Context: an optimization exercise on an open-source flow, tuned for small area, a short achievable clock period and few clock cycles. The choices shown serve that exercise and are no tape-out recipe. Where RTL was checked, it was by simulation tests only, not by an equivalence proof against the original. Only the layout flow was run in run 2; the RTL was not checked for function there. No activity file was given, so power comes from the tool's default toggle rates.

## flow/design.v (module list and top-level ports; edited modules follow where they fit)
// module alu: 39 lines
// module bcu: 29 lines
// module bpu: 196 lines
// module distri_ram: 20 lines
// module uncond_BHT: 110 lines
// module csr_file: 548 lines
// module decode: 464 lines
// module execute: 268 lines
// module fetch: 105 lines
// module forwarding_unit: 65 lines
// module memory_access: 509 lines
// module tlb: 168 lines
// module ptw: 194 lines
// module mmu_arb: 134 lines
// module mmu: 298 lines
// module muldiv: 138 lines
// module pipeline_control: 43 lines
// module program_counter: 87 lines
// module regfile: 32 lines
// module writeback: 79 lines
// module core_top: 702 lines
module core_top #(
    parameter ADDR_WIDTH        = 32,
    parameter DATA_WIDTH        = 32,
    parameter HART_ID           = 0,
    parameter COND_ENTRY_NUM    = 8,
    parameter COND_DATA_WIDTH   = 32,
    parameter UNCOND_ENTRY_NUM  = 8,
    parameter UNCOND_DATA_WIDTH = 32
)
(
    input                       clk_i,
    input                       rst_i,
    input                       stall_i,
    input  [ADDR_WIDTH-1 : 0]   init_pc_addr_i,
    input  [DATA_WIDTH-1 : 0]   instruction_i,
    input                       instruction_ready_i,
    output [ADDR_WIDTH-1 : 0]   instruction_addr_o,
    output                      instruction_req_o,
    input  [DATA_WIDTH-1 : 0]   data_read_i,
    input                       data_ready_i,
    output [DATA_WIDTH-1 : 0]   data_write_o,
    output [ADDR_WIDTH-1 : 0]   data_addr_o,
    output                      data_rw_o,       
    output [DATA_WIDTH/8-1 : 0] data_byte_enable_o,
    output                      data_req_o,
    input                       ext_irq_i,
    input                       tmr_irq_i,
    input                       sft_irq_i
);
  // ...
==> flow/run.sh <==
#!/bin/bash
# synth_recipe.tcl (not shown) runs the flow's synth.tcl, then flattens the netlist and writes it again
# the make line also repeats each setting of config.mk as NAME=value (left out here)
make -C /OpenROAD-flow-scripts/flow DESIGN_CONFIG=/design/flow/config.mk WORK_HOME=/design/flow/orfs CLKGATE_MAP_FILE= SYNTH_SCRIPT=/design/flow/synth_recipe.tcl finish
==> flow/config.mk <==
export PLATFORM = sky130hd
export DESIGN_NAME = core_top
export DESIGN_NICKNAME = core_top
export VERILOG_FILES = /design/flow/design.v
export SDC_FILE = /design/flow/constraint.sdc
export NUM_CORES = 8
export LEC_CHECK = 0
export CAP_MARGIN = 20
export CORE_MARGIN = 2
export CORE_UTILIZATION = 40
export SLEW_MARGIN = 20
==> flow/constraint.sdc <==
create_clock -name core_clock -period 20.0 [get_ports {clk_i}]
set_input_delay 4.0000 -clock core_clock [delete_from_list [all_inputs] [get_ports {clk_i}]]
set_output_delay 4.0000 -clock core_clock [all_outputs]
set_load 0.01 [all_outputs]
==> summary.md, run 1 <==
| Metric | Value |
|---|---|
| Multi-input gate area | between 100000 and 150000 sq um |
| Drt total wl | roughly 1000000 um |
| Reg power frac | 36.4% |
| Fraction of area in multi-input gates | between 40% and 50% |
| Register-to-Register Path Depth | 21 |
| Number of synthesized flops with an enable pin | 2419 |
| Chip height | roughly 750 um |
| Repair and plain buffers | around 970 |
| Most common cell in the synthesized netlist | nand2_1 |
| R2R Path Start | Memory_Access.mem_addr_alignment_r[0] |
| Final Setup Violations | 0 |
| Worst path slowest cell | dfxtp_2 |
| Largest Pwr Group | sequential cells |
| RR Endpoint | Decode.inputA_sel_o[1] |
| Buffer share of cell area | around 3.2% |
| Post-synth top area share | ~33% |
| Vias | about 190k |
| First-pass GRT wire length | ~1400000 um |
| Pre-CTS WS | ~9 ns |
| Comb power | between 8 and 9 mW |
| Final GP Congestion | roughly 1.0 |
| Max-slew headroom | about a tenth |
| Clock skew | approximately 0.12 ns |
| Fin area | 247400 sq um |
| # Taps | ~7300 |
| Simple-gate area share of the yosys netlist | around 15% |
| Clk tree area frac | 5.812% |
| Largest net degree at the start of global routing | about 210 |
| List of most frequent post-synthesis cells | nand2_1 (2528), edfxtp_1 (2419), dfxtp_1 (1633), clkbuf_1 (1570), a21oi_1 (1302) |
| Crit-path leading delay family | compound AO/OA/AOI/OAI gates |
| Clk. pwr | between 8 and 9 mW |
| Post_cts resized | 0 |
| Starting Density | about two fifths |
| Crit-path max FO | 51 |
| Comb pwr share | between 30% and 40% |
| Seq cells | just over 4000 |
| Most frequent cells in the layout | nand2_1 (2510), edfxtp_1 (2419), dfxtp_1 (1582) |
| Internal Power | between 15 and 20 mW |
| Vias in the first global route | 178200 |
| Outcome | no timing/DRC/antenna violations |
| Post-CTS Hold Fix Bufs | 0 |
Testbench counts, summed over its fixed seeds: cycles 52,429.
==> module decode, before the edit <==
module decode #(parameter DATA_WIDTH = 32)
(
    input                     clk_i,
    input                     rst_i,
    input                     stall_i,
    input                     flush_i,
    input [DATA_WIDTH-1 : 0]  pc_i,
    input                     pc_vld_i,
    input [DATA_WIDTH-1 : 0]  instruction_i,
    input                     instr_valid_i,
    input                     cond_branch_hit_ID_i,
    input                     cond_branch_result_ID_i,
    input                     uncond_branch_hit_ID_i,
    input  [DATA_WIDTH-1 : 0] rs1_data_i,
    input  [DATA_WIDTH-1 : 0] rs2_data_i,
    output [4: 0]             rs1_addr_o,
    output [4: 0]             rs2_addr_o,
    output                    illegal_instr_o,
    output reg [DATA_WIDTH-1 : 0] pc_o,
    output reg [DATA_WIDTH-1 : 0] imm_o,
    output reg [1: 0]             inputA_sel_o,
    output reg [1: 0]             inputB_sel_o,
    output reg [2: 0]             operation_sel_o,
    output reg                    mem_load_ext_sel_o,
    output reg                    alu_muldiv_sel_o,
    output reg                    shift_sel_o,
    output reg                    is_branch_o,
    output reg                    is_jal_o,
    output reg                    is_jalr_o,
    output reg                    cond_branch_hit_EXE_o,
    output reg                    cond_branch_result_EXE_o,
    output reg                    uncond_branch_hit_EXE_o,
    output reg                    is_csr_instr_o,
    output reg [4: 0]             csr_imm_o,
    output reg                    instr_pc_valid_o,
    output wire [11: 0]            csr_addr_o,
    input  wire [DATA_WIDTH-1 : 0] csr_data_i,
    output reg                    regfile_we_o,
    output reg [2: 0]             regfile_input_sel_o,
    output reg                    mem_we_o,
    output reg                    mem_re_o,
    output reg [1: 0]             mem_input_sel_o,
    output reg [4: 0]             rd_addr_o,
    output reg [4: 0]             rs1_addr2fwd_o,
    output reg [4: 0]             rs2_addr2fwd_o,
    output reg [DATA_WIDTH-1 : 0] rs1_data2fwd_o,
    output reg [DATA_WIDTH-1 : 0] rs2_data2fwd_o,
    output reg [11 :0]            csr_addr2fwd_o,
    output reg [DATA_WIDTH-1 : 0] csr_data2fwd_o,
    input  wire                    tvm_i,
    input  wire [ 1: 0]            privilege_lvl_i,
    output reg                     sys_jump_o,
    output reg  [ 1: 0]            sys_jump_csr_addr_o,
    output reg                     sfence_o,
    output reg                     sfence_type_o, 
    input  wire                    exp_vld_i,
    input  wire [ 3: 0]            exp_cause_i,
    input  wire [31: 0]            exp_tval_i,
    output reg                     exp_vld_o,
    output reg  [ 3: 0]            exp_cause_o,
    output reg  [31: 0]            exp_tval_o
);
wire [DATA_WIDTH-1 : 0] imm;
wire [4: 0]             rd_addr;
wire                    mem_we;
wire                    mem_re;
wire                    regfile_we;
reg  [1: 0]             inputA_sel;
reg  [1: 0]             inputB_sel;
reg  [2: 0]             regfile_input_sel;
wire [2: 0]             operation_sel;
wire [1: 0]             mem_input_sel;
wire                    mem_load_ext_sel;  
wire                    alu_muldiv_sel;    
wire                    shift_sel;         
wire                    is_branch;
wire                    is_jal;
wire                    is_jalr;
wire                    is_csr_instr;
wire [4: 0]             csr_imm;
wire [DATA_WIDTH-1 : 0] rv32_instr = instruction_i;
wire [ 6 : 0]           opcode = rv32_instr[6: 0];
wire [ 4 : 0]           rv32_shamt = rv32_instr[24: 20];
wire [ 2 : 0]           rv32_funct3 = rv32_instr[14: 12];
wire [ 6 : 0]           rv32_funct7 = rv32_instr[DATA_WIDTH-1 : 25];
wire [DATA_WIDTH-1 : 0] immI, immS, immB, immU, immJ;
assign immI = { {21{rv32_instr[31]}}, rv32_instr[30: 25],
                 rv32_instr[24: 21], rv32_instr[20] };
assign immS = { {21{rv32_instr[31]}}, rv32_instr[30: 25], rv32_instr[11: 7] };
assign immB = { {20{rv32_instr[31]}}, rv32_instr[7],
                 rv32_instr[30: 25], rv32_instr[11: 8], 1'b0 };
assign immU = { rv32_instr[31: 12], 12'b0 };
assign immJ = { {12{rv32_instr[31]}}, rv32_instr[19: 12],
                rv32_instr[20], rv32_instr[30: 25], rv32_instr[24: 21], 1'b0 };
wire opcode_1_0_11 = (opcode[1: 0] == 2'b11);  
wire opcode_4_2_000 = (opcode[4: 2] == 3'b000);
wire opcode_4_2_001 = (opcode[4: 2] == 3'b001);
wire opcode_4_2_010 = (opcode[4: 2] == 3'b010);
wire opcode_4_2_011 = (opcode[4: 2] == 3'b011);
wire opcode_4_2_100 = (opcode[4: 2] == 3'b100);
wire opcode_4_2_101 = (opcode[4: 2] == 3'b101);
wire opcode_4_2_110 = (opcode[4: 2] == 3'b110);
wire opcode_4_2_111 = (opcode[4: 2] == 3'b111);
wire opcode_6_5_00 = (opcode[6: 5] == 2'b00);
wire opcode_6_5_01 = (opcode[6: 5] == 2'b01);
wire opcode_6_5_10 = (opcode[6: 5] == 2'b10);
wire opcode_6_5_11 = (opcode[6: 5] == 2'b11);
wire rv32_funct3_000 = (rv32_funct3 == 3'b000);
wire rv32_funct3_001 = (rv32_funct3 == 3'b001);
wire rv32_funct3_010 = (rv32_funct3 == 3'b010);
wire rv32_funct3_011 = (rv32_funct3 == 3'b011);
wire rv32_funct3_100 = (rv32_funct3 == 3'b100);
wire rv32_funct3_101 = (rv32_funct3 == 3'b101);
wire rv32_funct3_110 = (rv32_funct3 == 3'b110);
wire rv32_funct3_111 = (rv32_funct3 == 3'b111);
wire rv32_funct7_0000000 = (rv32_funct7 == 7'b0000000);
wire rv32_funct7_0100000 = (rv32_funct7 == 7'b0100000);
wire rv32_funct7_0000001 = (rv32_funct7 == 7'b0000001);
wire rv32_funct7_0000101 = (rv32_funct7 == 7'b0000101);
wire rv32_funct7_0001001 = (rv32_funct7 == 7'b0001001);
wire rv32_funct7_0001101 = (rv32_funct7 == 7'b0001101);
wire rv32_funct7_0010101 = (rv32_funct7 == 7'b0010101);
wire rv32_funct7_0100001 = (rv32_funct7 == 7'b0100001);
wire rv32_funct7_0010001 = (rv32_funct7 == 7'b0010001);
wire rv32_funct7_0101101 = (rv32_funct7 == 7'b0101101);
wire rv32_funct7_1111111 = (rv32_funct7 == 7'b1111111);
wire rv32_funct7_0000100 = (rv32_funct7 == 7'b0000100);
wire rv32_funct7_0001000 = (rv32_funct7 == 7'b0001000);
wire rv32_funct7_0001100 = (rv32_funct7 == 7'b0001100);
wire rv32_funct7_0101100 = (rv32_funct7 == 7'b0101100);
wire rv32_funct7_0010000 = (rv32_funct7 == 7'b0010000);
wire rv32_funct7_0010100 = (rv32_funct7 == 7'b0010100);
wire rv32_funct7_1100000 = (rv32_funct7 == 7'b1100000);
wire rv32_funct7_1110000 = (rv32_funct7 == 7'b1110000);
wire rv32_funct7_1010000 = (rv32_funct7 == 7'b1010000);
wire rv32_funct7_1101000 = (rv32_funct7 == 7'b1101000);
wire rv32_funct7_1111000 = (rv32_funct7 == 7'b1111000);
wire rv32_funct7_1010001 = (rv32_funct7 == 7'b1010001);
wire rv32_funct7_1110001 = (rv32_funct7 == 7'b1110001);
wire rv32_funct7_1100001 = (rv32_funct7 == 7'b1100001);
wire rv32_funct7_1101001 = (rv32_funct7 == 7'b1101001);
wire rv32_op = opcode_6_5_01 & opcode_4_2_100;       
wire rv32_op_imm = opcode_6_5_00 & opcode_4_2_100;   
wire rv32_jal = opcode_6_5_11 & opcode_4_2_011;      
wire rv32_jalr = opcode_6_5_11 & opcode_4_2_001;     
wire rv32_load = opcode_6_5_00 & opcode_4_2_000 & opcode_1_0_11;     
wire rv32_store = opcode_6_5_01 & opcode_4_2_000 & opcode_1_0_11;    
wire rv32_branch = opcode_6_5_11 & opcode_4_2_000;   
wire rv32_lui = opcode_6_5_01 & opcode_4_2_101;      
wire rv32_auipc = opcode_6_5_00 & opcode_4_2_101;    
wire rv32_miscmem = opcode_6_5_00 & opcode_4_2_011;  
wire rv32_system = opcode_6_5_11 & opcode_4_2_100;   
wire rv32_amo = opcode_6_5_01 & opcode_4_2_011;      
wire rv32m = rv32_op & rv32_funct7_0000001;   
wire rv32_imm_seli = rv32_op_imm | rv32_jalr | rv32_load;
wire rv32_imm_sels = rv32_store;
wire rv32_imm_selb = rv32_branch;
wire rv32_imm_selu = rv32_lui | rv32_auipc;
wire rv32_imm_selj = rv32_jal;
wire rv32_sub = rv32_op & rv32_funct3_000 & rv32_funct7_0100000;
wire rv32_beq = rv32_branch & rv32_funct3_000;
wire rv32_bne = rv32_branch & rv32_funct3_001;
wire rv32_blt = rv32_branch & rv32_funct3_100;
wire rv32_bgt = rv32_branch & rv32_funct3_101;
wire rv32_bltu = rv32_branch & rv32_funct3_110;
wire rv32_bgtu = rv32_branch & rv32_funct3_111;
wire rv32_fence = rv32_miscmem & rv32_funct3_000;
wire rv32_fence_i = rv32_miscmem & rv32_funct3_001;
wire rv32_csrrw = rv32_system & rv32_funct3_001;
wire rv32_csrrs = rv32_system & rv32_funct3_010;
wire rv32_csrrc = rv32_system & rv32_funct3_011;
wire rv32_csrrwi = rv32_system & rv32_funct3_101;
wire rv32_csrrsi = rv32_system & rv32_funct3_110;
wire rv32_csrrci = rv32_system & rv32_funct3_111;
wire rv32_csr = rv32_system & (~rv32_funct3_000);
wire rv32_sys_op = rv32_system & rv32_funct3_000;
wire rv32_ecall = rv32_sys_op & (rv32_instr[31: 20] == 12'b0000_0000_0000);
wire rv32_ebreak = rv32_sys_op & (rv32_instr[31: 20] == 12'b0000_0000_0001);
wire rv32_mret = rv32_sys_op & (rv32_instr[31: 20] == 12'b0011_0000_0010);
wire rv32_sret = rv32_sys_op & (rv32_instr[31: 20] == 12'b0001_0000_0010);
wire rv32_lb = rv32_load & rv32_funct3_000;
wire rv32_lh = rv32_load & rv32_funct3_001;
wire rv32_lw = rv32_load & rv32_funct3_010;
wire rv32_lbu = rv32_load & rv32_funct3_100;
wire rv32_lhu = rv32_load & rv32_funct3_101;
wire rv32_sb = rv32_store & rv32_funct3_000;
wire rv32_sh = rv32_store & rv32_funct3_001;
wire rv32_sw = rv32_store & rv32_funct3_010;
wire rv32_sfence_vma = rv32_funct7_0001001 && rv32_funct3_000 && opcode_6_5_11 && opcode_4_2_100 && opcode_1_0_11;
wire rv32_sfence_type = (rs1_addr_o != 0);
wire         exp_vld   = rv32_ecall;
wire [ 3: 0] exp_cause = (privilege_lvl_i == 2'b11)?'d11:
                         (privilege_lvl_i == 2'b01)?'d9 :'d8;
wire [31: 0] exp_tval  = 0;
assign imm =
       ({32{rv32_imm_seli}} & immI)
       | ({32{rv32_imm_sels}} & immS)
       | ({32{rv32_imm_selb}} & immB)
       | ({32{rv32_imm_selu}} & immU)
       | ({32{rv32_imm_selj}} & immJ)
       ;
assign regfile_we = rv32_lui | rv32_auipc | rv32_load | rv32_op_imm |
                    rv32_op | rv32_csr | rv32_amo | rv32_jal | rv32_jalr;
assign mem_re = rv32_load | rv32_amo;  
assign mem_we = rv32_store;
assign is_jal = rv32_jal;
assign is_jalr = rv32_jalr;
assign is_branch = rv32_branch;
assign rd_addr = rv32_instr[11: 7];
assign rs1_addr_o = rv32_instr[19: 15];
assign rs2_addr_o = rv32_instr[24: 20];
assign csr_addr_o = rv32_instr[31: 20];
assign mem_input_sel = rv32_funct3[1: 0];          
assign mem_load_ext_sel = rv32_funct3[2];          
assign alu_muldiv_sel = rv32m;                     
assign operation_sel = (rv32_lui | rv32_auipc) ?   
       3'b000 : rv32_funct3;                       
assign shift_sel = rv32_funct7_0100000;            
assign is_csr_instr = rv32_csr;
assign csr_imm = rv32_instr[19: 15];
always @(*)
begin
    if (rv32_auipc | rv32_jal | rv32_branch)
        inputA_sel = 1;  
    else if (rv32_lui | rv32_store)
        inputA_sel = 0;  
    else
        inputA_sel = 2;  
end
always @(*)
begin
    if (rv32_sub)
        inputB_sel = 2;  
    else if (rv32_store | rv32_op | rv32_amo)
        inputB_sel = 1;  
    else
        inputB_sel = 0;  
end
always @(*)
begin
    if (rv32_lb | rv32_lbu)
        regfile_input_sel = 0;  
    else if (rv32_lh | rv32_lhu)
        regfile_input_sel = 1;  
    else if (rv32_lw)
        regfile_input_sel = 2;  
    else if (is_jal | is_jalr)
        regfile_input_sel = 3;  
    else if (rv32_csr)
        regfile_input_sel = 5;  
    else
        regfile_input_sel = 4;  
end
wire         sys_jump          = rv32_mret | rv32_sret;  
wire [ 1: 0] sys_jump_csr_addr = ( {2{rv32_mret}} & 2'b11) |
                                 ( {2{rv32_sret}} & 2'b01) ;
assign illegal_instr_o =      
       rv32_fence
       | rv32_fence_i
       | rv32_ebreak;
always @(posedge clk_i)
begin
    if (rst_i)
    begin
        pc_o <= 0;
        rs1_data2fwd_o <= 0;
        rs2_data2fwd_o <= 0;
        imm_o <= 0;
        inputA_sel_o <= 2;
        inputB_sel_o <= 0;
        operation_sel_o <= 0;
        mem_load_ext_sel_o  <= 0;
        mem_input_sel_o <= 0;
        alu_muldiv_sel_o <= 0;
        shift_sel_o <= 0;
        is_branch_o <= 0;
        is_jal_o <= 0;
        is_jalr_o <= 0;
        regfile_we_o <= 1;
        regfile_input_sel_o <= 4;
        mem_we_o <= 0;
        mem_re_o <= 0;
        mem_input_sel_o <= 0;
        rd_addr_o <= 0;
        rs1_addr2fwd_o <= 0;
        rs2_addr2fwd_o <= 0;
        is_csr_instr_o <= 0;
        csr_imm_o <= 0;
        instr_pc_valid_o <= 0;
        cond_branch_hit_EXE_o <= 0;
        cond_branch_result_EXE_o <= 0;
        uncond_branch_hit_EXE_o <= 0;
        sfence_o <= 0;
        sfence_type_o <= 0;
        sys_jump_o <= 0;
        sys_jump_csr_addr_o <= 0;
        exp_vld_o   <= 0;
        exp_cause_o <= 0;
        exp_tval_o <= 0;
        csr_data2fwd_o <= 0;
        csr_addr2fwd_o <= 0;
    end
    else if (stall_i)
    begin
        pc_o <= pc_o;
        rs1_data2fwd_o <= rs1_data2fwd_o;
        rs2_data2fwd_o <= rs2_data2fwd_o;
        imm_o <= imm_o;
        inputA_sel_o <= inputA_sel_o;
        inputB_sel_o <= inputB_sel_o;
        operation_sel_o <= operation_sel_o;
        mem_load_ext_sel_o <= mem_load_ext_sel_o;
        mem_input_sel_o <= mem_input_sel_o;
        alu_muldiv_sel_o <= alu_muldiv_sel_o;
        shift_sel_o <= shift_sel_o;
        is_branch_o <= is_branch_o;
        is_jal_o <= is_jal_o;
        is_jalr_o <= is_jalr_o;
        regfile_we_o <= regfile_we_o;
        regfile_input_sel_o <= regfile_input_sel_o;
        mem_we_o <= mem_we_o;
        mem_re_o <= mem_re_o;
        mem_input_sel_o <= mem_input_sel_o;
        rd_addr_o <= rd_addr_o;
        rs1_addr2fwd_o <= rs1_addr2fwd_o;
        rs2_addr2fwd_o <= rs2_addr2fwd_o;
        is_csr_instr_o <= is_csr_instr_o;
        csr_imm_o <= csr_imm_o;
        instr_pc_valid_o <= instr_pc_valid_o;
        cond_branch_hit_EXE_o <= cond_branch_hit_EXE_o;
        cond_branch_result_EXE_o <= cond_branch_result_EXE_o;
        uncond_branch_hit_EXE_o <= uncond_branch_hit_EXE_o;
        sfence_o <= sfence_o;
        sfence_type_o <= sfence_type_o;
        sys_jump_o <= sys_jump_o;
        sys_jump_csr_addr_o <= sys_jump_csr_addr_o;
        exp_vld_o   <= exp_vld_o;
        exp_cause_o <= exp_cause_o;
        exp_tval_o <= exp_tval_o;
        csr_data2fwd_o <= csr_data2fwd_o;
        csr_addr2fwd_o <= csr_addr2fwd_o;
    end
    else if (flush_i)
    begin  
        pc_o <= pc_i;
        rs1_data2fwd_o <= 0;
        rs2_data2fwd_o <= 0;
        imm_o <= 0;
        inputA_sel_o <= 2;
        inputB_sel_o <= 0;
        operation_sel_o <= 0;
        mem_load_ext_sel_o <= 0;
        mem_input_sel_o <= 0;
        alu_muldiv_sel_o <= 0;
        shift_sel_o <= 0;
        is_branch_o <= 0;
        is_jal_o <= 0;
        is_jalr_o <= 0;
        regfile_we_o <= 1;
        regfile_input_sel_o <= 4;
        mem_we_o <= 0;
        mem_re_o <= 0;
        mem_input_sel_o <= 0;
        rd_addr_o <= 0;
        rs1_addr2fwd_o <= 0;
        rs2_addr2fwd_o <= 0;
        is_csr_instr_o <= 0;
        csr_imm_o <= 0;
        instr_pc_valid_o <= 0;
        cond_branch_hit_EXE_o <= 0;
        cond_branch_result_EXE_o <= 0;
        uncond_branch_hit_EXE_o <= 0;
        sfence_o <= 0;
        sfence_type_o <= 0;
        sys_jump_o <= 0;
        sys_jump_csr_addr_o <= 0;
        exp_vld_o   <= 0;
        exp_cause_o <= 0;
        exp_tval_o <= 0;
        csr_data2fwd_o <= 0;
        csr_addr2fwd_o <= 0;
    end
    else if(exp_vld)
    begin
        pc_o <= pc_i;
        rs1_data2fwd_o <= 0;
        rs2_data2fwd_o <= 0;
        imm_o <= 0;
        inputA_sel_o <= 2;
        inputB_sel_o <= 0;
        operation_sel_o <= 0;
        mem_load_ext_sel_o <= 0;
        mem_input_sel_o <= 0;
        alu_muldiv_sel_o <= 0;
        shift_sel_o <= 0;
        is_branch_o <= 0;
        is_jal_o <= 0;
        is_jalr_o <= 0;
        regfile_we_o <= 1;
        regfile_input_sel_o <= 4;
        mem_we_o <= 0;
        mem_re_o <= 0;
        mem_input_sel_o <= 0;
        rd_addr_o <= 0;
        rs1_addr2fwd_o <= 0;
        rs2_addr2fwd_o <= 0;
        is_csr_instr_o <= 0;
        csr_imm_o <= 0;
        instr_pc_valid_o <= 1;
        cond_branch_hit_EXE_o <= 0;
        cond_branch_result_EXE_o <= 0;
        uncond_branch_hit_EXE_o <= 0;
        sfence_o <= 0;
        sfence_type_o <= 0;
        sys_jump_o <= 0;
        sys_jump_csr_addr_o <= 0;
        exp_vld_o   <= exp_vld;
        exp_cause_o <= exp_cause;
        exp_tval_o <= exp_tval;
        csr_data2fwd_o <= 0;
        csr_addr2fwd_o <= 0;
    end
    else
    begin
        pc_o <= pc_i;
        rs1_data2fwd_o <= rs1_data_i;
        rs2_data2fwd_o <= rs2_data_i;
        imm_o <= imm;
        inputA_sel_o <= inputA_sel;
        inputB_sel_o <= inputB_sel;
        operation_sel_o <= operation_sel;
        mem_load_ext_sel_o <= mem_load_ext_sel;
        mem_input_sel_o <= mem_input_sel;
        alu_muldiv_sel_o <= alu_muldiv_sel;
        shift_sel_o <= shift_sel;
        is_branch_o <= is_branch;
        is_jal_o <= is_jal;
        is_jalr_o <= is_jalr;
        regfile_we_o <= regfile_we;
        regfile_input_sel_o <= regfile_input_sel;
        mem_we_o <= mem_we;
        mem_re_o <= mem_re;
        mem_input_sel_o <= mem_input_sel;
        rd_addr_o <= rd_addr;
        rs1_addr2fwd_o <= rs1_addr_o;
        rs2_addr2fwd_o <= rs2_addr_o;
        is_csr_instr_o <= is_csr_instr;
        csr_imm_o <= csr_imm;
        instr_pc_valid_o <= pc_vld_i;
        cond_branch_hit_EXE_o <= cond_branch_hit_ID_i;
        cond_branch_result_EXE_o <= cond_branch_result_ID_i;
        uncond_branch_hit_EXE_o <= uncond_branch_hit_ID_i;
        sfence_o <= rv32_sfence_vma;
        sfence_type_o <= rv32_sfence_type;
        sys_jump_o <= sys_jump;
        sys_jump_csr_addr_o <= sys_jump_csr_addr;
        exp_vld_o   <= exp_vld_i;
        exp_cause_o <= exp_cause_i;
        exp_tval_o <= exp_tval_i;
        csr_data2fwd_o <= csr_data_i;
        csr_addr2fwd_o <= csr_addr_o;
    end
end
endmodule    
==> module fetch, before the edit <==
module fetch #( parameter DATA_WIDTH = 32 )
(
    input                         clk_i,
    input                         rst_i,
    input                         stall_i,
    input                         flush_i,
    input  [DATA_WIDTH-1 : 0]     instruction_i,
    input  [DATA_WIDTH-1 : 0]     pc_i,
    input                         cond_branch_hit_IF_i,
    input                         cond_branch_result_IF_i,
    input                         uncond_branch_hit_IF_i,
    output reg [DATA_WIDTH-1 : 0] instruction_o,
    output reg [DATA_WIDTH-1 : 0] pc_o,
    output reg                    pc_vld_o,
    output reg                    instr_valid_o,
    output reg                    cond_branch_hit_ID_o,
    output reg                    cond_branch_result_ID_o,
    output reg                    uncond_branch_hit_ID_o,
    input  wire                    exp_from_mmu_vld_i,
    input  wire [ 3: 0]            exp_from_mmu_cause_i,
    input  wire [31: 0]            exp_from_mmu_tval_i,
    output reg                     exp_vld_o,
    output reg  [ 3: 0]            exp_cause_o,
    output reg  [31: 0]            exp_tval_o
);
reg [DATA_WIDTH-1 : 0] instruction_tcm;
reg [DATA_WIDTH-1 : 0] instruction_dram;
reg stall_delay;
reg flush_delay;
reg [31: 0] instruction_delay;
always @(posedge clk_i)
begin
    if (rst_i)
        instruction_o <= 32'h00000013;
    else if (stall_i)
        instruction_o <= instruction_o;
    else if (flush_i)
        instruction_o <= 32'h00000013;
    else
        instruction_o <= instruction_i;
end
always @(posedge clk_i)
begin
    if (rst_i)
    begin
        pc_o <= 32'h00000000;
        pc_vld_o <= 0;
        instr_valid_o <= 0;
        cond_branch_hit_ID_o <= 0;
        cond_branch_result_ID_o <= 0;
        uncond_branch_hit_ID_o <= 0;
        exp_vld_o <= 0;
        exp_cause_o <= 0;
        exp_tval_o <= 0;
    end
    else if (stall_i)
    begin
        pc_o <= pc_o;
        pc_vld_o <= pc_vld_o;
        instr_valid_o <= instr_valid_o;
        cond_branch_hit_ID_o <= cond_branch_hit_ID_o;
        cond_branch_result_ID_o <= cond_branch_result_ID_o;
        uncond_branch_hit_ID_o <= uncond_branch_hit_ID_o;
        exp_vld_o <= exp_vld_o;
        exp_cause_o <= exp_cause_o;
        exp_tval_o <= exp_tval_o;
    end
    else if (flush_i)
    begin
        pc_o <= pc_i;
        pc_vld_o <= 0;
        instr_valid_o <= 0;
        cond_branch_hit_ID_o <= 0;
        cond_branch_result_ID_o <= 0;
        uncond_branch_hit_ID_o <= 0;
        exp_vld_o <= 0;
        exp_cause_o <= 0;
        exp_tval_o <= 0;
    end
    else if(exp_from_mmu_vld_i)
    begin
        pc_o <= pc_i;
        pc_vld_o <= 1;
        instr_valid_o <= 0;  
        cond_branch_hit_ID_o <= 0;
        cond_branch_result_ID_o <= 0;
        uncond_branch_hit_ID_o <= 0;
        exp_vld_o <= exp_from_mmu_vld_i;
        exp_cause_o <= exp_from_mmu_cause_i;
        exp_tval_o <= exp_from_mmu_tval_i;
    end
    else
    begin
        pc_o <= pc_i;
        pc_vld_o <= 1;
        instr_valid_o <= 1;  
        cond_branch_hit_ID_o <= cond_branch_hit_IF_i;
        cond_branch_result_ID_o <= cond_branch_result_IF_i;
        uncond_branch_hit_ID_o <= uncond_branch_hit_IF_i;
        exp_vld_o <= exp_from_mmu_vld_i;
        exp_cause_o <= exp_from_mmu_cause_i;
        exp_tval_o <= exp_from_mmu_tval_i;
    end
end
endmodule
==> module forwarding_unit, before the edit <==
module forwarding_unit #( parameter DATA_WIDTH = 32 )
(
    input wire  [ 4: 0]            rs1_addr_i,
    input wire  [ 4: 0]            rs2_addr_i,
    input wire  [11: 0]            csr_addr_i,
    input wire  [DATA_WIDTH-1 : 0] rs1_data_i,
    input wire  [DATA_WIDTH-1 : 0] rs2_data_i,
    input wire  [DATA_WIDTH-1 : 0] csr_data_i,
    input wire  [4: 0]             rd_addr_EXE_MEM_i,
    input wire                     regfile_we_EXE_MEM_i,
    input wire  [2: 0]             regfile_input_sel_EXE_MEM_i,
    input wire  [DATA_WIDTH-1 : 0] p_data_EXE_MEM_i,
    input wire  [11: 0]            csr_addr_EXE_MEM_i,
    input wire                     csr_we_EXE_MEM_i,
    input wire  [DATA_WIDTH-1 : 0] csr_data_EXE_MEM_i,
    input wire  [4: 0]             rd_addr_MEM_WB_i,
    input wire                     regfile_we_MEM_WB_i,
    input wire  [DATA_WIDTH-1 : 0] rd_data_MEM_WB_i,
    input wire  [11: 0]            csr_addr_MEM_WB_i,
    input wire                     csr_we_MEM_WB_i,
    input wire  [DATA_WIDTH-1 : 0] csr_data_MEM_WB_i,
    output wire [DATA_WIDTH-1 : 0] rs1_fwd_o,
    output wire [DATA_WIDTH-1 : 0] rs2_fwd_o,
    output wire [DATA_WIDTH-1 : 0] csr_fwd_o
);
wire is_rs1_rd_EXE_MEM_same, is_rs2_rd_EXE_MEM_same, is_csr_addr_EXE_MEM_same;
wire is_rs1_rd_MEM_WB_same, is_rs2_rd_MEM_WB_same, is_csr_addr_MEM_WB_same;
wire is_rd_EXE_MEM_not_zero, is_rd_MEM_WB_not_zero;
wire rs1_EXE_MEM_fwd, rs2_EXE_MEM_fwd, csr_EXE_MEM_fwd;
wire rs1_MEM_WB_fwd, rs2_MEM_WB_fwd, csr_MEM_WB_fwd;
wire [DATA_WIDTH-1 : 0] correct_rs1_data, correct_rs2_data, correct_csr_data;
wire [DATA_WIDTH-1 : 0] correct_fwd_src2;
wire [DATA_WIDTH-1 : 0] correct_fwd_src1;
assign is_rs1_rd_EXE_MEM_same = (rs1_addr_i == rd_addr_EXE_MEM_i);
assign is_rs2_rd_EXE_MEM_same = (rs2_addr_i == rd_addr_EXE_MEM_i);
assign is_csr_addr_EXE_MEM_same = (csr_addr_i == csr_addr_EXE_MEM_i);
assign is_rs1_rd_MEM_WB_same = (rs1_addr_i == rd_addr_MEM_WB_i);
assign is_rs2_rd_MEM_WB_same = (rs2_addr_i == rd_addr_MEM_WB_i);
assign is_csr_addr_MEM_WB_same = (csr_addr_i == csr_addr_MEM_WB_i);
assign is_rd_EXE_MEM_not_zero = ( | rd_addr_EXE_MEM_i);
assign is_rd_MEM_WB_not_zero = ( | rd_addr_MEM_WB_i);
assign rs1_EXE_MEM_fwd = regfile_we_EXE_MEM_i & is_rs1_rd_EXE_MEM_same & is_rd_EXE_MEM_not_zero;
assign rs2_EXE_MEM_fwd = regfile_we_EXE_MEM_i & is_rs2_rd_EXE_MEM_same & is_rd_EXE_MEM_not_zero;
assign csr_EXE_MEM_fwd = csr_we_EXE_MEM_i & is_csr_addr_EXE_MEM_same;
assign rs1_MEM_WB_fwd = regfile_we_MEM_WB_i & is_rs1_rd_MEM_WB_same & is_rd_MEM_WB_not_zero;
assign rs2_MEM_WB_fwd = regfile_we_MEM_WB_i & is_rs2_rd_MEM_WB_same & is_rd_MEM_WB_not_zero;
assign csr_MEM_WB_fwd = csr_we_MEM_WB_i & is_csr_addr_MEM_WB_same;
assign correct_fwd_src2 = rd_data_MEM_WB_i;
assign correct_fwd_src1 = p_data_EXE_MEM_i;     
assign correct_rs1_data =
       rs1_EXE_MEM_fwd ? correct_fwd_src1
       : rs1_MEM_WB_fwd ? correct_fwd_src2
       : rs1_data_i;
assign correct_rs2_data =
       rs2_EXE_MEM_fwd ? correct_fwd_src1
       : rs2_MEM_WB_fwd ? correct_fwd_src2
       : rs2_data_i;
assign correct_csr_data =
       csr_EXE_MEM_fwd ? csr_data_EXE_MEM_i
       : csr_MEM_WB_fwd ? csr_data_MEM_WB_i
       : csr_data_i;
assign rs1_fwd_o = correct_rs1_data;
assign rs2_fwd_o = correct_rs2_data;
assign csr_fwd_o = correct_csr_data;
endmodule    
==> module writeback, before the edit <==
module writeback #( parameter DATA_WIDTH = 32 )
(
    input  wire                    clk_i,
    input  wire                    rst_i,
    output wire                    csr_we_o,
    output wire [11: 0]            csr_we_addr_o,
    output wire [DATA_WIDTH-1 : 0] csr_we_data_o,
    output wire                    rd_we_o,
    output wire [4 : 0]            rd_addr_o,
    output wire [DATA_WIDTH-1 : 0] rd_data_o,
    input  wire                    sys_jump_i,
    input  wire [ 1: 0]            sys_jump_csr_addr_i,
    output wire                    sys_jump_o,
    output wire [ 1: 0]            sys_jump_csr_addr_o,
    input  wire                    exp_vld_i,
    input  wire                    exp_isinterrupt_i,
    input  wire [3 : 0]            exp_cause_i,
    input  wire [31: 0]            exp_tval_i,
    input  wire [31: 0]            instruction_pc_i,
    input  wire                    instruction_pc_vld_i,
    output wire                    exp_vld_o,
    output wire                    exp_isinterrupt_o,
    output wire [3 : 0]            exp_cause_o,
    output wire [31: 0]            exp_tval_o,
    output wire [31: 0]            instruction_pc_o,
    output wire                    instruction_pc_vld_o,
    output wire [31: 0]            mip_update_o,
    input wire [2: 0]              regfile_input_sel_i,
    input  wire                    regfile_we_i,
    input  wire [4: 0]             rd_addr_i,
    input  wire                    mem_load_ext_sel_i,
    input  wire [1: 0]             mem_addr_alignment_i,
    input  wire [DATA_WIDTH-1 : 0] p_data_i,
    input  wire                    csr_we_i,
    input  wire [31: 0]            csr_we_addr_i,
    input  wire [31: 0]            csr_we_data_i,
    input  wire [DATA_WIDTH-1 : 0] mem_data_i,
    input  wire [31: 0]            mip_update_i
);
reg [31 : 0] aligned_data, rd_data;
always @(*)
begin
    case (mem_addr_alignment_i)
        2'b00:   aligned_data = mem_data_i;
        2'b01:   aligned_data = {mem_data_i[7: 0], mem_data_i[31: 8]};
        2'b10:   aligned_data = {mem_data_i[15: 0], mem_data_i[31: 16]};
        2'b11:   aligned_data = {mem_data_i[23: 0], mem_data_i[31: 24]};
        default: aligned_data = mem_data_i;
    endcase
end
always @(*)
begin
    case (regfile_input_sel_i)
        3'b000:  rd_data = mem_load_ext_sel_i ?
                          {24'b0, aligned_data[7 : 0]} :
                          {{24{aligned_data[7]}}, aligned_data[7 : 0]};    
        3'b001:  rd_data = mem_load_ext_sel_i ?
                          {16'b0, aligned_data[15 : 0]} :
                          {{16{aligned_data[15]}}, aligned_data[15 : 0]};  
        3'b010:  rd_data = aligned_data;                                    
        default: rd_data = p_data_i;                                       
    endcase
end
assign rd_we_o              = regfile_we_i;
assign rd_addr_o            = rd_addr_i;
assign rd_data_o            = rd_data;
assign sys_jump_o           = sys_jump_i;
assign sys_jump_csr_addr_o  = sys_jump_csr_addr_i;
assign csr_we_o             = csr_we_i;
assign csr_we_addr_o        = csr_we_addr_i;
assign csr_we_data_o        = csr_we_data_i;
assign exp_vld_o            = exp_vld_i;
assign exp_cause_o          = exp_cause_i;
assign exp_tval_o           = exp_tval_i;
assign instruction_pc_o     = instruction_pc_i;
assign instruction_pc_vld_o = instruction_pc_vld_i;
assign mip_update_o         = mip_update_i;
assign exp_isinterrupt_o    = exp_isinterrupt_i;
endmodule  
==> inputs of run 2 (changes only) <==
--- a/flow/design.v
+++ b/flow/design.v
@@ -1007,7 +1007,15 @@
     input  wire [31: 0]            exp_tval_i,
     output reg                     exp_vld_o,
     output reg  [ 3: 0]            exp_cause_o,
-    output reg  [31: 0]            exp_tval_o
+    output reg  [31: 0]            exp_tval_o,
+    input  wire [ 4: 0]            ex_mem_rd_i,
+    input  wire [11: 0]            ex_mem_csr_addr_i,
+    output reg                     fwd_m1_rs1_o,
+    output reg                     fwd_m1_rs2_o,
+    output reg                     fwd_m2_rs1_o,
+    output reg                     fwd_m2_rs2_o,
+    output reg                     fwd_m1_csr_o,
+    output reg                     fwd_m2_csr_o
 );
 wire [DATA_WIDTH-1 : 0] imm;
 wire [4: 0]             rd_addr;
@@ -1207,6 +1215,12 @@
        rv32_fence
        | rv32_fence_i
        | rv32_ebreak;
+wire fwd_m1_rs1 = (rs1_addr_o == rd_addr_o) & (|rd_addr_o);
+wire fwd_m1_rs2 = (rs2_addr_o == rd_addr_o) & (|rd_addr_o);
+wire fwd_m2_rs1 = (rs1_addr_o == ex_mem_rd_i) & (|ex_mem_rd_i);
+wire fwd_m2_rs2 = (rs2_addr_o == ex_mem_rd_i) & (|ex_mem_rd_i);
+wire fwd_m1_csr = (csr_addr_o == csr_addr2fwd_o);
+wire fwd_m2_csr = (csr_addr_o == ex_mem_csr_addr_i);
 always @(posedge clk_i)
 begin
     if (rst_i)
@@ -1220,128 +1234,35 @@
         operation_sel_o <= 0;
         mem_load_ext_sel_o  <= 0;
         mem_input_sel_o <= 0;
-        alu_muldiv_sel_o <= 0;
         shift_sel_o <= 0;
-        is_branch_o <= 0;
-        is_jal_o <= 0;
-        is_jalr_o <= 0;
-        regfile_we_o <= 1;
-        regfile_input_sel_o <= 4;
-        mem_we_o <= 0;
-        mem_re_o <= 0;
-        mem_input_sel_o <= 0;
-        rd_addr_o <= 0;
-        rs1_addr2fwd_o <= 0;
-        rs2_addr2fwd_o <= 0;
-        is_csr_instr_o <= 0;
         csr_imm_o <= 0;
-        instr_pc_valid_o <= 0;
-        cond_branch_hit_EXE_o <= 0;
-        cond_branch_result_EXE_o <= 0;
-        uncond_branch_hit_EXE_o <= 0;
-        sfence_o <= 0;
-        sfence_type_o <= 0;
-        sys_jump_o <= 0;
-        sys_jump_csr_addr_o <= 0;
-        exp_vld_o   <= 0;
         exp_cause_o <= 0;
         exp_tval_o <= 0;
         csr_data2fwd_o <= 0;
-        csr_addr2fwd_o <= 0;
     end
-    else if (stall_i)
+    else if (!stall_i)
     begin
-        pc_o <= pc_o;
-        rs1_data2fwd_o <= rs1_data2fwd_o;
-        rs2_data2fwd_o <= rs2_data2fwd_o;
-        imm_o <= imm_o;
-        inputA_sel_o <= inputA_sel_o;
-        inputB_sel_o <= inputB_sel_o;
-        operation_sel_o <= operation_sel_o;
-        mem_load_ext_sel_o <= mem_load_ext_sel_o;
-        mem_input_sel_o <= mem_input_sel_o;
-        alu_muldiv_sel_o <= alu_muldiv_sel_o;
-        shift_sel_o <= shift_sel_o;
-        is_branch_o <= is_branch_o;
-        is_jal_o <= is_jal_o;
-        is_jalr_o <= is_jalr_o;
-        regfile_we_o <= regfile_we_o;
-        regfile_input_sel_o <= regfile_input_sel_o;
-        mem_we_o <= mem_we_o;
-        mem_re_o <= mem_re_o;
-        mem_input_sel_o <= mem_input_sel_o;
-        rd_addr_o <= rd_addr_o;
-        rs1_addr2fwd_o <= rs1_addr2fwd_o;
-        rs2_addr2fwd_o <= rs2_addr2fwd_o;
-        is_csr_instr_o <= is_csr_instr_o;
-        csr_imm_o <= csr_imm_o;
-        instr_pc_valid_o <= instr_pc_valid_o;
-        cond_branch_hit_EXE_o <= cond_branch_hit_EXE_o;
-        cond_branch_result_EXE_o <= cond_branch_result_EXE_o;
-        uncond_branch_hit_EXE_o <= uncond_branch_hit_EXE_o;
-        sfence_o <= sfence_o;
-        sfence_type_o <= sfence_type_o;
-        sys_jump_o <= sys_jump_o;
-        sys_jump_csr_addr_o <= sys_jump_csr_addr_o;
-        exp_vld_o   <= exp_vld_o;
-        exp_cause_o <= exp_cause_o;
-        exp_tval_o <= exp_tval_o;
-        csr_data2fwd_o <= csr_data2fwd_o;
-        csr_addr2fwd_o <= csr_addr2fwd_o;
-    end
-    else if (flush_i)
-    begin  
         pc_o <= pc_i;
-        rs1_data2fwd_o <= 0;
-        rs2_data2fwd_o <= 0;
-        imm_o <= 0;
-        inputA_sel_o <= 2;
-        inputB_sel_o <= 0;
-        operation_sel_o <= 0;
-        mem_load_ext_sel_o <= 0;
-        mem_input_sel_o <= 0;
-        alu_muldiv_sel_o <= 0;
-        shift_sel_o <= 0;
-        is_branch_o <= 0;
-        is_jal_o <= 0;
-        is_jalr_o <= 0;
-        regfile_we_o <= 1;
-        regfile_input_sel_o <= 4;
-        mem_we_o <= 0;
-        mem_re_o <= 0;
-        mem_input_sel_o <= 0;
-        rd_addr_o <= 0;
-        rs1_addr2fwd_o <= 0;
-        rs2_addr2fwd_o <= 0;
-        is_csr_instr_o <= 0;
-        csr_imm_o <= 0;
-        instr_pc_valid_o <= 0;
-        cond_branch_hit_EXE_o <= 0;
-        cond_branch_result_EXE_o <= 0;
-        uncond_branch_hit_EXE_o <= 0;
-        sfence_o <= 0;
-        sfence_type_o <= 0;
-        sys_jump_o <= 0;
-        sys_jump_csr_addr_o <= 0;
-        exp_vld_o   <= 0;
-        exp_cause_o <= 0;
-        exp_tval_o <= 0;
-        csr_data2fwd_o <= 0;
-        csr_addr2fwd_o <= 0;
+        rs1_data2fwd_o <= rs1_data_i;
+        rs2_data2fwd_o <= rs2_data_i;
+        imm_o <= imm;
+        inputA_sel_o <= inputA_sel;
+        inputB_sel_o <= inputB_sel;
+        operation_sel_o <= operation_sel;
+        mem_load_ext_sel_o <= mem_load_ext_sel;
+        mem_input_sel_o <= mem_input_sel;
+        shift_sel_o <= shift_sel;
+        csr_imm_o <= csr_imm;
+        exp_cause_o <= exp_vld ? exp_cause : exp_cause_i;
+        exp_tval_o <= exp_vld ? exp_tval : exp_tval_i;
+        csr_data2fwd_o <= csr_data_i;
     end
-    else if(exp_vld)
-    begin
-        pc_o <= pc_i;
-        rs1_data2fwd_o <= 0;
-        rs2_data2fwd_o <= 0;
-        imm_o <= 0;
-        inputA_sel_o <= 2;
-        inputB_sel_o <= 0;
-        operation_sel_o <= 0;
-        mem_load_ext_sel_o <= 0;
-        mem_input_sel_o <= 0;
+end
+always @(posedge clk_i)
+begin
+    if (rst_i || (!stall_i && (flush_i || exp_vld)))
+    begin  
         alu_muldiv_sel_o <= 0;
-        shift_sel_o <= 0;
         is_branch_o <= 0;
         is_jal_o <= 0;
         is_jalr_o <= 0;
@@ -1349,13 +1270,11 @@
         regfile_input_sel_o <= 4;
         mem_we_o <= 0;
         mem_re_o <= 0;
-        mem_input_sel_o <= 0;
         rd_addr_o <= 0;
         rs1_addr2fwd_o <= 0;
         rs2_addr2fwd_o <= 0;
         is_csr_instr_o <= 0;
-        csr_imm_o <= 0;
-        instr_pc_valid_o <= 1;
+        instr_pc_valid_o <= !rst_i && !flush_i;
         cond_branch_hit_EXE_o <= 0;
         cond_branch_result_EXE_o <= 0;
         uncond_branch_hit_EXE_o <= 0;
@@ -1363,25 +1282,18 @@
         sfence_type_o <= 0;
         sys_jump_o <= 0;
         sys_jump_csr_addr_o <= 0;
-        exp_vld_o   <= exp_vld;
-        exp_cause_o <= exp_cause;
-        exp_tval_o <= exp_tval;
-        csr_data2fwd_o <= 0;
+        exp_vld_o   <= !rst_i && !flush_i;
         csr_addr2fwd_o <= 0;
+        fwd_m1_rs1_o <= 0;
+        fwd_m1_rs2_o <= 0;
+        fwd_m2_rs1_o <= 0;
+        fwd_m2_rs2_o <= 0;
+        fwd_m1_csr_o <= 0;
+        fwd_m2_csr_o <= 0;
     end
-    else
+    else if (!stall_i)
     begin
-        pc_o <= pc_i;
-        rs1_data2fwd_o <= rs1_data_i;
-        rs2_data2fwd_o <= rs2_data_i;
-        imm_o <= imm;
-        inputA_sel_o <= inputA_sel;
-        inputB_sel_o <= inputB_sel;
-        operation_sel_o <= operation_sel;
-        mem_load_ext_sel_o <= mem_load_ext_sel;
-        mem_input_sel_o <= mem_input_sel;
         alu_muldiv_sel_o <= alu_muldiv_sel;
-        shift_sel_o <= shift_sel;
         is_branch_o <= is_branch;
         is_jal_o <= is_jal;
         is_jalr_o <= is_jalr;
@@ -1389,12 +1301,10 @@
         regfile_input_sel_o <= regfile_input_sel;
         mem_we_o <= mem_we;
         mem_re_o <= mem_re;
-        mem_input_sel_o <= mem_input_sel;
         rd_addr_o <= rd_addr;
         rs1_addr2fwd_o <= rs1_addr_o;
         rs2_addr2fwd_o <= rs2_addr_o;
         is_csr_instr_o <= is_csr_instr;
-        csr_imm_o <= csr_imm;
         instr_pc_valid_o <= pc_vld_i;
         cond_branch_hit_EXE_o <= cond_branch_hit_ID_i;
         cond_branch_result_EXE_o <= cond_branch_result_ID_i;
@@ -1404,10 +1314,13 @@
         sys_jump_o <= sys_jump;
         sys_jump_csr_addr_o <= sys_jump_csr_addr;
         exp_vld_o   <= exp_vld_i;
-        exp_cause_o <= exp_cause_i;
-        exp_tval_o <= exp_tval_i;
-        csr_data2fwd_o <= csr_data_i;
         csr_addr2fwd_o <= csr_addr_o;
+        fwd_m1_rs1_o <= fwd_m1_rs1;
+        fwd_m1_rs2_o <= fwd_m1_rs2;
+        fwd_m2_rs1_o <= fwd_m2_rs1;
+        fwd_m2_rs2_o <= fwd_m2_rs2;
+        fwd_m1_csr_o <= fwd_m1_csr;
+        fwd_m2_csr_o <= fwd_m2_csr;
     end
 end
 endmodule    
@@ -1692,7 +1605,7 @@
     input                         cond_branch_hit_IF_i,
     input                         cond_branch_result_IF_i,
     input                         uncond_branch_hit_IF_i,
-    output reg [DATA_WIDTH-1 : 0] instruction_o,
+    output reg [DATA_WIDTH-1 : 0] instruction_o,    
     output reg [DATA_WIDTH-1 : 0] pc_o,
     output reg                    pc_vld_o,
     output reg                    instr_valid_o,
@@ -1711,78 +1624,83 @@
 reg stall_delay;
 reg flush_delay;
 reg [31: 0] instruction_delay;
+reg [DATA_WIDTH-1 : 0] instruction_r;
+reg                    instr_nop;
+always @(posedge clk_i)
+begin
+    if (!stall_i)
+        instruction_r <= instruction_i;
+end
 always @(posedge clk_i)
 begin
     if (rst_i)
-        instruction_o <= 32'h00000013;
-    else if (stall_i)
-        instruction_o <= instruction_o;
-    else if (flush_i)
-        instruction_o <= 32'h00000013;
-    else
-        instruction_o <= instruction_i;
+        instr_nop <= 1'b1;
+    else if (!stall_i)
+        instr_nop <= flush_i;
 end
+always @(*)
+    instruction_o = instr_nop ? 32'h00000013 : instruction_r;
 always @(posedge clk_i)
 begin
     if (rst_i)
     begin
         pc_o <= 32'h00000000;
+        exp_cause_o <= 0;
+        exp_tval_o <= 0;
+    end
+    else if (!stall_i)
+    begin
+        pc_o <= pc_i;
+        exp_cause_o <= exp_from_mmu_cause_i;
+        exp_tval_o <= exp_from_mmu_tval_i;
+    end
+end
+always @(posedge clk_i)
+begin
+    if (rst_i)
+    begin
         pc_vld_o <= 0;
         instr_valid_o <= 0;
         cond_branch_hit_ID_o <= 0;
         cond_branch_result_ID_o <= 0;
         uncond_branch_hit_ID_o <= 0;
         exp_vld_o <= 0;
-        exp_cause_o <= 0;
-        exp_tval_o <= 0;
     end
     else if (stall_i)
     begin
-        pc_o <= pc_o;
         pc_vld_o <= pc_vld_o;
         instr_valid_o <= instr_valid_o;
         cond_branch_hit_ID_o <= cond_branch_hit_ID_o;
         cond_branch_result_ID_o <= cond_branch_result_ID_o;
         uncond_branch_hit_ID_o <= uncond_branch_hit_ID_o;
         exp_vld_o <= exp_vld_o;
-        exp_cause_o <= exp_cause_o;
-        exp_tval_o <= exp_tval_o;
     end
     else if (flush_i)
     begin
-        pc_o <= pc_i;
         pc_vld_o <= 0;
         instr_valid_o <= 0;
         cond_branch_hit_ID_o <= 0;
         cond_branch_result_ID_o <= 0;
         uncond_branch_hit_ID_o <= 0;
         exp_vld_o <= 0;
-        exp_cause_o <= 0;
-        exp_tval_o <= 0;
     end
     else if(exp_from_mmu_vld_i)
     begin
-        pc_o <= pc_i;
         pc_vld_o <= 1;
         instr_valid_o <= 0;  
         cond_branch_hit_ID_o <= 0;
         cond_branch_result_ID_o <= 0;
         uncond_branch_hit_ID_o <= 0;
         exp_vld_o <= exp_from_mmu_vld_i;
-        exp_cause_o <= exp_from_mmu_cause_i;
-        exp_tval_o <= exp_from_mmu_tval_i;
     end
     else
     begin
-        pc_o <= pc_i;
         pc_vld_o <= 1;
         instr_valid_o <= 1;  
         cond_branch_hit_ID_o <= cond_branch_hit_IF_i;
         cond_branch_result_ID_o <= cond_branch_result_IF_i;
         uncond_branch_hit_ID_o <= uncond_branch_hit_IF_i;
         exp_vld_o <= exp_from_mmu_vld_i;
-        exp_cause_o <= exp_from_mmu_cause_i;
-        exp_tval_o <= exp_from_mmu_tval_i;
     end
 end
 endmodule
@@ -1808,6 +1726,12 @@
     input wire  [11: 0]            csr_addr_MEM_WB_i,
     input wire                     csr_we_MEM_WB_i,
     input wire  [DATA_WIDTH-1 : 0] csr_data_MEM_WB_i,
+    input wire                     fwd_m1_rs1_i,
+    input wire                     fwd_m1_rs2_i,
+    input wire                     fwd_m2_rs1_i,
+    input wire                     fwd_m2_rs2_i,
+    input wire                     fwd_m1_csr_i,
+    input wire                     fwd_m2_csr_i,
     output wire [DATA_WIDTH-1 : 0] rs1_fwd_o,
     output wire [DATA_WIDTH-1 : 0] rs2_fwd_o,
     output wire [DATA_WIDTH-1 : 0] csr_fwd_o
@@ -1828,12 +1752,12 @@
 assign is_csr_addr_MEM_WB_same = (csr_addr_i == csr_addr_MEM_WB_i);
 assign is_rd_EXE_MEM_not_zero = ( | rd_addr_EXE_MEM_i);
 assign is_rd_MEM_WB_not_zero = ( | rd_addr_MEM_WB_i);
-assign rs1_EXE_MEM_fwd = regfile_we_EXE_MEM_i & is_rs1_rd_EXE_MEM_same & is_rd_EXE_MEM_not_zero;
-assign rs2_EXE_MEM_fwd = regfile_we_EXE_MEM_i & is_rs2_rd_EXE_MEM_same & is_rd_EXE_MEM_not_zero;
-assign csr_EXE_MEM_fwd = csr_we_EXE_MEM_i & is_csr_addr_EXE_MEM_same;
-assign rs1_MEM_WB_fwd = regfile_we_MEM_WB_i & is_rs1_rd_MEM_WB_same & is_rd_MEM_WB_not_zero;
-assign rs2_MEM_WB_fwd = regfile_we_MEM_WB_i & is_rs2_rd_MEM_WB_same & is_rd_MEM_WB_not_zero;
-assign csr_MEM_WB_fwd = csr_we_MEM_WB_i & is_csr_addr_MEM_WB_same;
+assign rs1_EXE_MEM_fwd = regfile_we_EXE_MEM_i & fwd_m1_rs1_i;
+assign rs2_EXE_MEM_fwd = regfile_we_EXE_MEM_i & fwd_m1_rs2_i;
+assign csr_EXE_MEM_fwd = csr_we_EXE_MEM_i & fwd_m1_csr_i;
+assign rs1_MEM_WB_fwd = regfile_we_MEM_WB_i & fwd_m2_rs1_i;
+assign rs2_MEM_WB_fwd = regfile_we_MEM_WB_i & fwd_m2_rs2_i;
+assign csr_MEM_WB_fwd = csr_we_MEM_WB_i & fwd_m2_csr_i;
 assign correct_fwd_src2 = rd_data_MEM_WB_i;
 assign correct_fwd_src1 = p_data_EXE_MEM_i;     
 assign correct_rs1_data =
@@ -2211,6 +2135,30 @@
         end
     endcase
 end
+wire [DATA_WIDTH-1 : 0] load_raw = (req_done)?buffer_data:d_rtrn_data_i;
+reg  [DATA_WIDTH-1 : 0] load_aligned, wb_data;
+always @(*)
+begin
+    case (mem_addr_alignment_i)
+        2'b00:   load_aligned = load_raw;
+        2'b01:   load_aligned = {load_raw[7: 0], load_raw[31: 8]};
+        2'b10:   load_aligned = {load_raw[15: 0], load_raw[31: 16]};
+        default: load_aligned = {load_raw[23: 0], load_raw[31: 24]};
+    endcase
+end
+always @(*)
+begin
+    case (regfile_input_sel_i)
+        3'b000:  wb_data = mem_load_ext_sel_i ?
+                          {24'b0, load_aligned[7 : 0]} :
+                          {{24{load_aligned[7]}}, load_aligned[7 : 0]};
+        3'b001:  wb_data = mem_load_ext_sel_i ?
+                          {16'b0, load_aligned[15 : 0]} :
+                          {{16{load_aligned[15]}}, load_aligned[15 : 0]};
+        3'b010:  wb_data = load_aligned;
+        default: wb_data = p_data_i;
+    endcase
+end
 always @(posedge clk_i)
 begin
     if (rst_i)
@@ -2304,7 +2252,7 @@
         regfile_input_sel_r  <= regfile_input_sel_i;
         mem_load_ext_sel_r   <= mem_load_ext_sel_i;
         mem_addr_alignment_r <= mem_addr_alignment_i;
-        p_data_r             <= p_data_i;
+        p_data_r             <= wb_data;
         csr_we_r             <= csr_we_i;
         csr_we_addr_r        <= csr_we_addr_i;
         csr_we_data_r        <= csr_we_data_i;
@@ -2971,7 +2919,7 @@
             itlb_content_U_r <= itlb_content[4];
             itlb_content_R_r <= itlb_content[1];
             itlb_content_X_r <= itlb_content[3];
-        end else if(i_rtrn_vld_i || i_exp_vld_o) begin
+        end else if(i_req_vld_o || i_exp_vld_o) begin
             itlb_req_vld_r   <= 0;
             itlb_paddr_r     <= 0;
             itlb_vaddr_r     <= 0;
@@ -3054,9 +3002,9 @@
     assign req_data_d2arb          = d_req_data_i;
     assign req_rw_d2arb            = d_req_rw_i;
     assign req_byte_enable_d2arb   = d_req_byte_enable_i;
-    assign i_req_vld_o   = (enable_i)?(!i_exp_vld_o && !i_rtrn_vld_o && itlb_req_vld_r):i_req_vld_i;
+    assign i_req_vld_o   = (enable_i)?(!i_exp_vld_o && itlb_req_vld_r):i_req_vld_i;
     assign i_req_paddr_o = (enable_i)?itlb_paddr_r                    :i_req_vaddr_i;
-    assign i_rtrn_vld_o   = i_rtrn_vld_i;
+    assign i_rtrn_vld_o   = i_req_vld_o;
     assign i_rtrn_data_o  = i_rtrn_data_i;
     assign i_rtrn_vaddr_o = (enable_i && !ptw_i_exp_vld)?itlb_vaddr_r                    :i_req_vaddr_i;
     assign i_exp_vld_o   = pmp_i_exp_vld || ptw_i_exp_vld;
@@ -3132,6 +3080,16 @@
         .i_exp_vld_o(ptw_i_exp_vld),
         .d_exp_vld_o(ptw_d_exp_vld)
     );
+    wire         arb_req_vld;
+    wire [31: 0] arb_req_paddr;
+    wire [31: 0] arb_req_data;
+    wire         arb_req_rw;
+    wire [ 3: 0] arb_req_byte_enable;
+    assign d_req_vld_o         = enable_i ? arb_req_vld         : d_req_vld_i;
+    assign d_req_paddr_o       = enable_i ? arb_req_paddr       : d_req_vaddr_i;
+    assign d_req_data_o        = enable_i ? arb_req_data        : d_req_data_i;
+    assign d_req_rw_o          = enable_i ? arb_req_rw          : d_req_rw_i;
+    assign d_req_byte_enable_o = enable_i ? arb_req_byte_enable : d_req_byte_enable_i;
     mmu_arb #(
     ) MMU_arb (
         .clk_i(clk_i),
@@ -3151,11 +3109,11 @@
         .ptw_req_byte_enable_i(req_byte_enable_ptw2arb),
         .ptw_rtrn_vld_o(rtrn_vld_arb2ptw),
         .ptw_rtrn_data_o(rtrn_data_arb2ptw),
-        .d_req_vld_o(d_req_vld_o),    
-        .d_req_paddr_o(d_req_paddr_o),       
-        .d_req_data_o(d_req_data_o),
-        .d_req_rw_o(d_req_rw_o),      
-        .d_req_byte_enable_o(d_req_byte_enable_o),
+        .d_req_vld_o(arb_req_vld),
+        .d_req_paddr_o(arb_req_paddr),
+        .d_req_data_o(arb_req_data),
+        .d_req_rw_o(arb_req_rw),
+        .d_req_byte_enable_o(arb_req_byte_enable),
         .d_rtrn_vld_i(d_rtrn_vld_i),
         .d_rtrn_data_i(d_rtrn_data_i)
     );
@@ -3517,16 +3475,7 @@
 end
 always @(*)
 begin
-    case (regfile_input_sel_i)
-        3'b000:  rd_data = mem_load_ext_sel_i ?
-                          {24'b0, aligned_data[7 : 0]} :
-                          {{24{aligned_data[7]}}, aligned_data[7 : 0]};    
-        3'b001:  rd_data = mem_load_ext_sel_i ?
-                          {16'b0, aligned_data[15 : 0]} :
-                          {{16{aligned_data[15]}}, aligned_data[15 : 0]};  
-        3'b010:  rd_data = aligned_data;                                    
-        default: rd_data = p_data_i;                                       
-    endcase
+    rd_data = p_data_i;
 end
 assign rd_we_o              = regfile_we_i;
 assign rd_addr_o            = rd_addr_i;
@@ -3582,6 +3531,7 @@
 wire pc_vld_fet2dec;
 wire stall_from_hazard;
 wire [DATA_WIDTH-1 : 0] rs1_fwd, rs2_fwd;
+wire fwd_m1_rs1, fwd_m1_rs2, fwd_m2_rs1, fwd_m2_rs2, fwd_m1_csr, fwd_m2_csr;
 wire [ADDR_WIDTH-1 : 0] pc;
 wire [DATA_WIDTH-1 : 0] fet_instr2dec, fet_pc2dec;
 wire                    fet_valid2dec;
@@ -3740,7 +3690,7 @@
             iS_nxt = i_IDLE;
      endcase
  end
-assign i_req_vld_fet2mmu   = (iS == i_NEXT)||(iS == i_WAIT && (!i_rtrn_vld_mmu2fet && !i_exp_vld_mmu2fet));
+assign i_req_vld_fet2mmu   = (iS == i_NEXT)||(iS == i_WAIT && !i_exp_vld_mmu2fet);
 assign i_req_vaddr_fet2mmu = pc;
 pipeline_control Pipeline_Control(
     .rs1_addr_i(dec_rs1_addr),
@@ -3787,6 +3737,12 @@
     .csr_addr_MEM_WB_i(csr_we_addr_mem_wb2csr),
     .csr_we_MEM_WB_i(csr_we_mem_wb2csr),
     .csr_data_MEM_WB_i(csr_we_data_mem_wb2csr),
+    .fwd_m1_rs1_i(fwd_m1_rs1),
+    .fwd_m1_rs2_i(fwd_m1_rs2),
+    .fwd_m2_rs1_i(fwd_m2_rs1),
+    .fwd_m2_rs2_i(fwd_m2_rs2),
+    .fwd_m1_csr_i(fwd_m1_csr),
+    .fwd_m2_csr_i(fwd_m2_csr),
     .rs1_fwd_o(rs1_fwd),
     .rs2_fwd_o(rs2_fwd),
     .csr_fwd_o(csr_fwd)
@@ -3945,7 +3901,15 @@
     .exp_tval_i(exp_tval_fet2dec),
     .exp_vld_o(exp_vld_dec2exe),
     .exp_cause_o(exp_cause_dec2exe),
-    .exp_tval_o(exp_tval_dec2exe)
+    .exp_tval_o(exp_tval_dec2exe),
+    .ex_mem_rd_i(exe_rd_addr2mem_wb),
+    .ex_mem_csr_addr_i(csr_we_addr_exe2mem_wb[11:0]),
+    .fwd_m1_rs1_o(fwd_m1_rs1),
+    .fwd_m1_rs2_o(fwd_m1_rs2),
+    .fwd_m2_rs1_o(fwd_m2_rs1),
+    .fwd_m2_rs2_o(fwd_m2_rs2),
+    .fwd_m1_csr_o(fwd_m1_csr),
+    .fwd_m2_csr_o(fwd_m2_csr)
 );
 execute Execute(
     .clk_i(clk_i),
==> run 2 against run 1 <==
Effect of this change: critical path depth fell by 8; area after synthesis fell by 0.33%; combinational power rose by 84%; worst hold slack improved by 0.0083 ns; register-to-register slack improved by 0.92 ns; clock-buffer cell count rose by 17; power rose by 30%; synthesized cell count rose by 1.6%; design area barely moved.
==> summary.md, run 2 <==
| Metric | Value |
|---|---|
| # rows | 272 (was 273) |
| Clk buf depth | 4 (unchanged) |
| Final Setup Violations | 0 (unchanged) |
| Number of synthesized flops with an enable pin | 2453 (was 2419) |
| Post-synthesis mux area share | 4.719% (was 5.532%) |
| Power Density | 136.2 nW/um^2 (was 104.8 nW/um^2) |
| Comb pwr share | 44.2% (was 31.3%) |
| Outcome | no timing/DRC/antenna violations (unchanged) |
| CTS tree | done (unchanged) |
| Simple-gate area share of the yosys netlist | 15.44% (was 14.66%) |
| Vias in the first global route | 182200 (was 178200) |
| Syn Inst Count | 22570 (was 22210) |
| Reg power frac | 31.1% (was 36.4%) |
| Internal Power | 19.50 mW (was 16.96 mW) |
| Leakage | 88.62 nW (was 88.40 nW) |
| Fin Hold WS | 0.4065 ns (was 0.3982 ns) |
| Final GP Congestion | 1.020 (was 1.024) |
| Crit-path max FO | 46 (was 51) |
| Post-synth top area share | 33.42% (was 32.85%) |
| Post-route ant nets | 0 (unchanged) |
| Register area share after synthesis | 47.69% (was 47.64%) |
| Max-slew headroom | 8.483% (was 10.69%) |
| Most common cell in the synthesized netlist | nand2_1 (unchanged) |
| Switching pwr | 14.18 mW (was 8.960 mW) |
| Chip height | 746.3 um (was 747.5 um) |
| Final nets | 22830 (was 22430) |
| PortBufs | 204 (was 205) |
| Skew-Pair Late Insertion Delay | 1.12 ns (was 1.14 ns) |
| List of most frequent post-synthesis cells | nand2_1 (2850), edfxtp_1 (2453), a21oi_1 (1573), dfxtp_1 (1571), clkbuf_1 (1503) (was nand2_1 (2528), edfxtp_1 (2419), dfxtp_1 (1633), clkbuf_1 (1570), a21oi_1 (1302)) |
| Fin area | 247200 sq um (was 247400 sq um) |
| Most frequent cells in the layout | nand2_1 (2830), edfxtp_1 (2453), a21oi_1 (1565) (was nand2_1 (2510), edfxtp_1 (2419), dfxtp_1 (1582)) |
| Vias | 197600 (was 194700) |
| Clock skew | 0.1360 ns (was 0.1182 ns) |
| First-pass DRT Iterations | 13 (was 11) |
| Drt total wl | 1067000 um (was 1044000 um) |
| Compound-Gate Fraction of Synth Area | 17.93% (was 17.57%) |
| Post-CTS Hold Fix Bufs | 0 (unchanged) |
| Root Buffer | clkbuf_16 (unchanged) |
| Critical Path AT | 6.30 ns (was 11.89 ns) |
| Worst Tran Pin Value | 1.358 ns (was 1.329 ns) |
| DR WL/cell | 35.77 um (was 35.48 um) |
| Reg clk slew, reported paths | 0.06 ns (about the same) |
| Post_cts resized | 0 (unchanged) |
| Avg Cell Area, Syn | 9.766 sq um (was 9.955 sq um) |
| Largest net degree at the start of global routing | 202 (was 208) |
| Distinct cells, synth | 113 (was 116) |
| Horiz. Die Dim | 746.3 um (was 747.5 um) |
| First-pass GRT wire length | 1453000 um (was 1422000 um) |
| Starting Density | 40.17% (was 40.08%) |
[run 2: changes by cell type after synthesis, sizes merged, moves of 61 or more]
cell    change
nand2     +321
a21oi     +267
a22oi     -209
xnor2     -174
a211oi    +140
a22o      -121
mux2       -96
nor2b      +88
xor2       +66
clkbuf     -65
dfxtp      -62
nor2       +61
[run 2: area by class of cell]
| cell class | instances | area, sq um |
|---|---|---|
| timing repair buffer | 993 | 8167 |
| tap | 7261 | 9085 |
| multi-input combinational | 16160 | 108200 |
| sequential | 4024 | 105200 |
| fill | 52170 | 301400 |
| clock buffer | 589 | 11920 |
| antenna | 69 | 172.7 |
| inverter | 523 | 1984 |
| clock inverter | 223 | 2544 |
[run 2: layer usage]
layer	track usage (%)	vias to the layer above
met3	13.82	3498
met5	0.03430	-
met4	21.47	94
met2	51.93	14800
li1	-	82010
met1	47.05	97180
[run 2: final timing paths]
path / start / to / slack [ns] / cells after the start
worst max-delay path: Execute.mem_addr_o[0] / data_req_o / 9.70 / 13
worst min-delay path: MMU.Ptw.rtrn_data_r[2] / MMU.dtlb.content_r[0][2] / 0.41 / 0
worst max register to register: Execute.MulDiv.Z[2] / Execute.MulDiv.X[3] / 9.89 / 27
worst min register to register: MMU.Ptw.rtrn_data_r[2] / MMU.dtlb.content_r[0][2] / 0.41 / 0
[run 2: kinds of logic after synthesis]
family                     after synthesis
AOI/OAI and AO/OA                     5876
xor gates and xnor gates              1498
adders and majority gates              592
buffers and inverters                 2382
DFF                                   4024
muxes                                 1008
and+or+nand+nor                       7186
[run 2: critical path, cell delays in order (launching register included)]
cell and delay (ns):
dfxtp_2 0.31, buf_4 0.57, nor2_1 0.18, nand2_1 0.11, o21ai_0 0.38, nor4_1 0.66
nand2_1 0.13, and2_1 0.28, a31oi_4 0.60, buf_4 0.56, nor3_1 0.08, o21ai_0 0.42
nand2_1 0.39, clkdlybuf4s50_1 0.59
[run 2: power groups by stage]
stage / combinational (mW) / sequential (mW) / clock [mW]
after floorplan: 9.61 / 10.2 / 0
after global placement: 14.3 / 10.6 / 0
after detailed placement: 14.4 / 10.6 / 0
after CTS: 14.5 / 10.4 / 8.32
after global routing: 16.0 / 10.5 / 8.64
final: 14.9 / 10.5 / 8.35
[run 2: stage by stage]
step | cells | util [%] | power (mW) | setup WS (ns)
global route | 29780 | 45.04 | 35.10 | 9.472
global placement | 28950 | 42.36 | 24.92 | 10.25
floorplan | 22570 | - | 19.77 | 11.22
CTS | 29770 | 45.01 | 33.25 | 9.788
finish | 29840 | 45.06 | 33.68 | 9.700
detailed placement | 28960 | 42.37 | 25.02 | 10.25

Re-timed with assumed drivers on the ports (clkbuf_16 on the clock, buf_2 on other inputs), run 2 has 9.573 ns of setup slack against 9.700 ns with ideal ports, and 9.891 ns once port delays also move by the mid clock arrival of 1.183 ns.
